Source: an optimization exercise on an open RTL-to-GDS flow (aim: small area and a short achievable clock period). Production flows keep margins and buffers that such runs may drop. The RTL was checked by simulation tests, not by an equivalence proof against the original design. The flow treats the clock pin as an ideal source. Dropping or thinning the clock tree relies on that and would not hold on a real chip. No activity file was given, so power comes from the tool's default toggle rates.

Design UART, start of the top module:
module UART (
    input  wire CLK,        
    input  wire rst,        
    input  wire btn_0,      
    output wire UART_TX,    
    input  wire UART_RX     
);
Settings: LEC_CHECK=0, ABC_AREA=1, CAP_MARGIN=20, CORE_MARGIN=2, CORE_UTILIZATION=60, SLEW_MARGIN=20; clock period 10.0 ns.
standard.sh (not shown) runs the stock make flow with config.mk's settings and CLKGATE_MAP_FILE= SYNTH_SCRIPT=/design/flow/synth_recipe.tcl, a recipe that flattens the netlist after the stock synthesis.
==> flow/flow/run.sh <==
#!/bin/bash
# The standard layout flow (standard synthesis unchanged), with
#  - a buf_4 on each port instead of the default port buffer,
#  - clock-tree sink clusters of up to 36 flip-flops, no dummy loads,
#  - the clock tree rebuilt as four levels of inv_16 (post_cts.tcl,
#    retree.tcl): the leaf clusters of the CTS tree are kept, each now
#    driven by an inv_16; above them the clock port drives four inv_16,
#    each driving two, each driving two that drive the leaves; a leaf
#    with a flip-flop clock slew over 112 ps is split in two,
#  - timing repair aiming at a setup slack of SETUP_MARGIN ns.
set -uo pipefail
F=$(pwd)/flow
SETUP_MARGIN=${SETUP_MARGIN:-7.2}
export FANOUTS="4 2 2"
export CELLS="sky130_fd_sc_hd__inv_16 sky130_fd_sc_hd__inv_16 sky130_fd_sc_hd__inv_16"
export LEAFCELL=sky130_fd_sc_hd__inv_16
bash standard.sh \
  BUFFER_PORTS_ARGS="-buffer_cell sky130_fd_sc_hd__buf_4" \
  CTS_ARGS="-sink_clustering_enable -repair_clock_nets -sink_clustering_size 36 -sink_clustering_max_diameter 70 -dont_use_dummy_load" \
  SKIP_CTS_REPAIR_TIMING=1 POST_CTS_TCL=$F/post_cts.tcl \
  SETUP_SLACK_MARGIN=$SETUP_MARGIN \
  finish > standard.log 2>&1
==> flow/flow/post_cts.tcl <==
# Runs inside ORFS's CTS step (POST_CTS_TCL), after clock_tree_synthesis
# and with the CTS step's own timing repair skipped: rebuild the clock tree
# as a tree of inverters (retree.tcl), split leaves whose clock slew is
# high, then repair timing and legalise as the CTS step would have.
source [file dirname [info script]]/retree.tcl
set_propagated_clock [all_clocks]
proc legal_split {rounds} {
  for {set i 0} {$i < $rounds} {incr i} {
    detailed_placement
    if {[split_slow_leaves 0.112] == 0} break
  }
  detailed_placement
}
legal_split 4
estimate_parasitics -placement
report_clock_skew
repair_timing_helper
legal_split 2
check_placement -verbose
estimate_parasitics -placement
report_clock_skew
report_checks -path_delay max -group_path_count 5 -format end
report_checks -path_delay min -group_path_count 5 -format end
Other scripts of this flow, unchanged in this note and not shown: flow/flow/retree.tcl
The baseline ran to the end with no violations.
Next try:
--- a/flow/flow/run.sh
+++ b/flow/flow/run.sh
@@ -4 +4 @@
-#  - clock-tree sink clusters of up to 36 flip-flops, no dummy loads,
+#  - clock-tree sink clusters of up to 36 flip-flops within 100 um, no dummy loads,
@@ -19 +19 @@
-  CTS_ARGS="-sink_clustering_enable -repair_clock_nets -sink_clustering_size 36 -sink_clustering_max_diameter 70 -dont_use_dummy_load" \
+  CTS_ARGS="-sink_clustering_enable -repair_clock_nets -sink_clustering_size 36 -sink_clustering_max_diameter 100 -dont_use_dummy_load" \
--- a/flow/config.mk
+++ b/flow/config.mk
@@ -11 +11 @@
-export CORE_UTILIZATION = 60
+export CORE_UTILIZATION = 65
Result:
- The changed run passed the timing, DRC and antenna checks
- cell area barely changes
- sequential power barely changes
- power is higher by a few percent
- cell count goes down by a few percent
- via count rose by a few percent
- core utilization grows by 5.6 points
- maximum frequency is lower slightly
Next try:
--- a/flow/flow/run.sh
+++ b/flow/flow/run.sh
@@ -8 +8 @@
-#    each driving two, each driving two that drive the leaves; a leaf
+#    each driving three, each driving two that drive the leaves; a leaf
@@ -14 +14 @@
-export FANOUTS="4 2 2"
+export FANOUTS="4 3 2"
The changed run finished clean.
Critical path depth came out higher by 3.
Routed wire length fell by 9.7%.
Global-route usage fell by 2.0 points.
First-iteration DRC count decreases by 4.9%.
Total power is lower by 0.57%.
Register-to-register slack barely changes.
Next try:
--- a/flow/flow/run.sh
+++ b/flow/flow/run.sh
@@ -4 +4 @@
-#  - clock-tree sink clusters of up to 36 flip-flops within 100 um, no dummy loads,
+#  - clock-tree sink clusters of up to 36 flip-flops, no dummy loads,
@@ -8 +8 @@
-#    each driving three, each driving two that drive the leaves; a leaf
+#    each driving two, each driving two that drive the leaves; a leaf
@@ -14 +14 @@
-export FANOUTS="4 3 2"
+export FANOUTS="4 2 2"
@@ -19 +19 @@
-  CTS_ARGS="-sink_clustering_enable -repair_clock_nets -sink_clustering_size 36 -sink_clustering_max_diameter 100 -dont_use_dummy_load" \
+  CTS_ARGS="-sink_clustering_enable -repair_clock_nets -sink_clustering_size 36 -sink_clustering_max_diameter 70 -dont_use_dummy_load" \
Effect: Die area is unchanged; cell count barely changes; synthesized cell count is unchanged; worst setup slack gets better by 0.053 ns; maximum frequency climbs by 1.9%; via count climbs by 0.75%; combinational power hardly moves; total power drops by 1.0%.
Next try:
--- a/flow/flow/run.sh
+++ b/flow/flow/run.sh
@@ -3 +3 @@
-#  - a buf_4 on each port instead of the default port buffer,
+#  - a buf_8 on each port instead of the default port buffer,
@@ -18 +18 @@
-  BUFFER_PORTS_ARGS="-buffer_cell sky130_fd_sc_hd__buf_4" \
+  BUFFER_PORTS_ARGS="-buffer_cell sky130_fd_sc_hd__buf_8" \
Power is about the same; utilization hardly moves; combinational power is about the same; clock power barely changes; via count shrinks by 0.85%; worst setup slack loses 0.016 ns.
Next try:
--- a/flow/flow/run.sh
+++ b/flow/flow/run.sh
@@ -3 +3 @@
-#  - a buf_8 on each port instead of the default port buffer,
+#  - a buf_4 on each port instead of the default port buffer,
@@ -18 +18 @@
-  BUFFER_PORTS_ARGS="-buffer_cell sky130_fd_sc_hd__buf_8" \
+  BUFFER_PORTS_ARGS="-buffer_cell sky130_fd_sc_hd__buf_4" \
--- a/flow/flow/post_cts.tcl
+++ b/flow/flow/post_cts.tcl
@@ -3,2 +3,3 @@
-# as a tree of inverters (retree.tcl), split leaves whose clock slew is
-# high, then repair timing and legalise as the CTS step would have.
+# as a tree of inverters (retree.tcl), split leaves whose clock slew
+# is high, then
+# repair timing and legalise as the CTS step would have.
@@ -7,5 +8,2 @@
-proc legal_split {rounds} {
-  for {set i 0} {$i < $rounds} {incr i} {
-    detailed_placement
-    if {[split_slow_leaves 0.112] == 0} break
-  }
+for {set i 0} {$i < 4} {incr i} {
+  set n [split_slow_leaves 0.112]
@@ -12,0 +11 @@
+  if {$n == 0} break
@@ -14 +12,0 @@
-legal_split 4
@@ -18 +16 @@
-legal_split 2
+detailed_placement
The new run completed with no timing, DRC or antenna violations.
Fmax is higher by about 0.6%.
Wire length went down by about 1.9%.
Synthesized area does not change.
Power came out lower by 0.60%.
Design area stays flat.
Final cell count stays flat.
First-iteration DRC count is lower by 0.64%.
Worst setup slack improved by 0.016 ns.
Sequential share of layout area climbs by 0.19 points.
Die area is unchanged.
Critical path depth does not change.
In every run of this note, the design's own scripts or RTL, not TritonCTS, make the clock network.

static timing again, ports no longer ideal:
In the flow no input, the clock included, has a driving cell. The finished layouts below were timed again as built, in two steps.
Step 1: set_driving_cell puts a clkbuf_16 on CLK and a buf_2 on each other input, an assumption about the parent block.
Step 2 moves the port delays by t, midway between the first and last clock arrival at a register: inputs arrive t later, outputs are due t later. That takes back most of the time a late clock gives input paths.
a / b / c = ideal ports / drivers / drivers and shift; a / b = the first two.
run | t, ns | slack for setup (ns) | hold WS [ns] | pins driven straight from the clock port
the first run | 0.516 | 7.254 / 7.035 / 7.002 | 0.280 / 0.280 / 0.280 | 4
the second run | 0.543 | 7.230 / 7.009 / 6.928 | 0.288 / 0.288 / 0.288 | 4
the third run | 0.545 | 7.220 / 7.012 / 6.881 | 0.307 / 0.307 / 0.307 | 4
the fourth run | 0.537 | 7.274 / 7.053 / 6.935 | 0.277 / 0.277 / 0.277 | 4
the fifth run | 0.535 | 7.257 / 7.040 / 6.964 | 0.292 / 0.292 / 0.292 | 4
the sixth run | 0.522 | 7.274 / 7.054 / 6.950 | 0.277 / 0.277 / 0.277 | 4
After both steps every run listed still meets setup and hold.
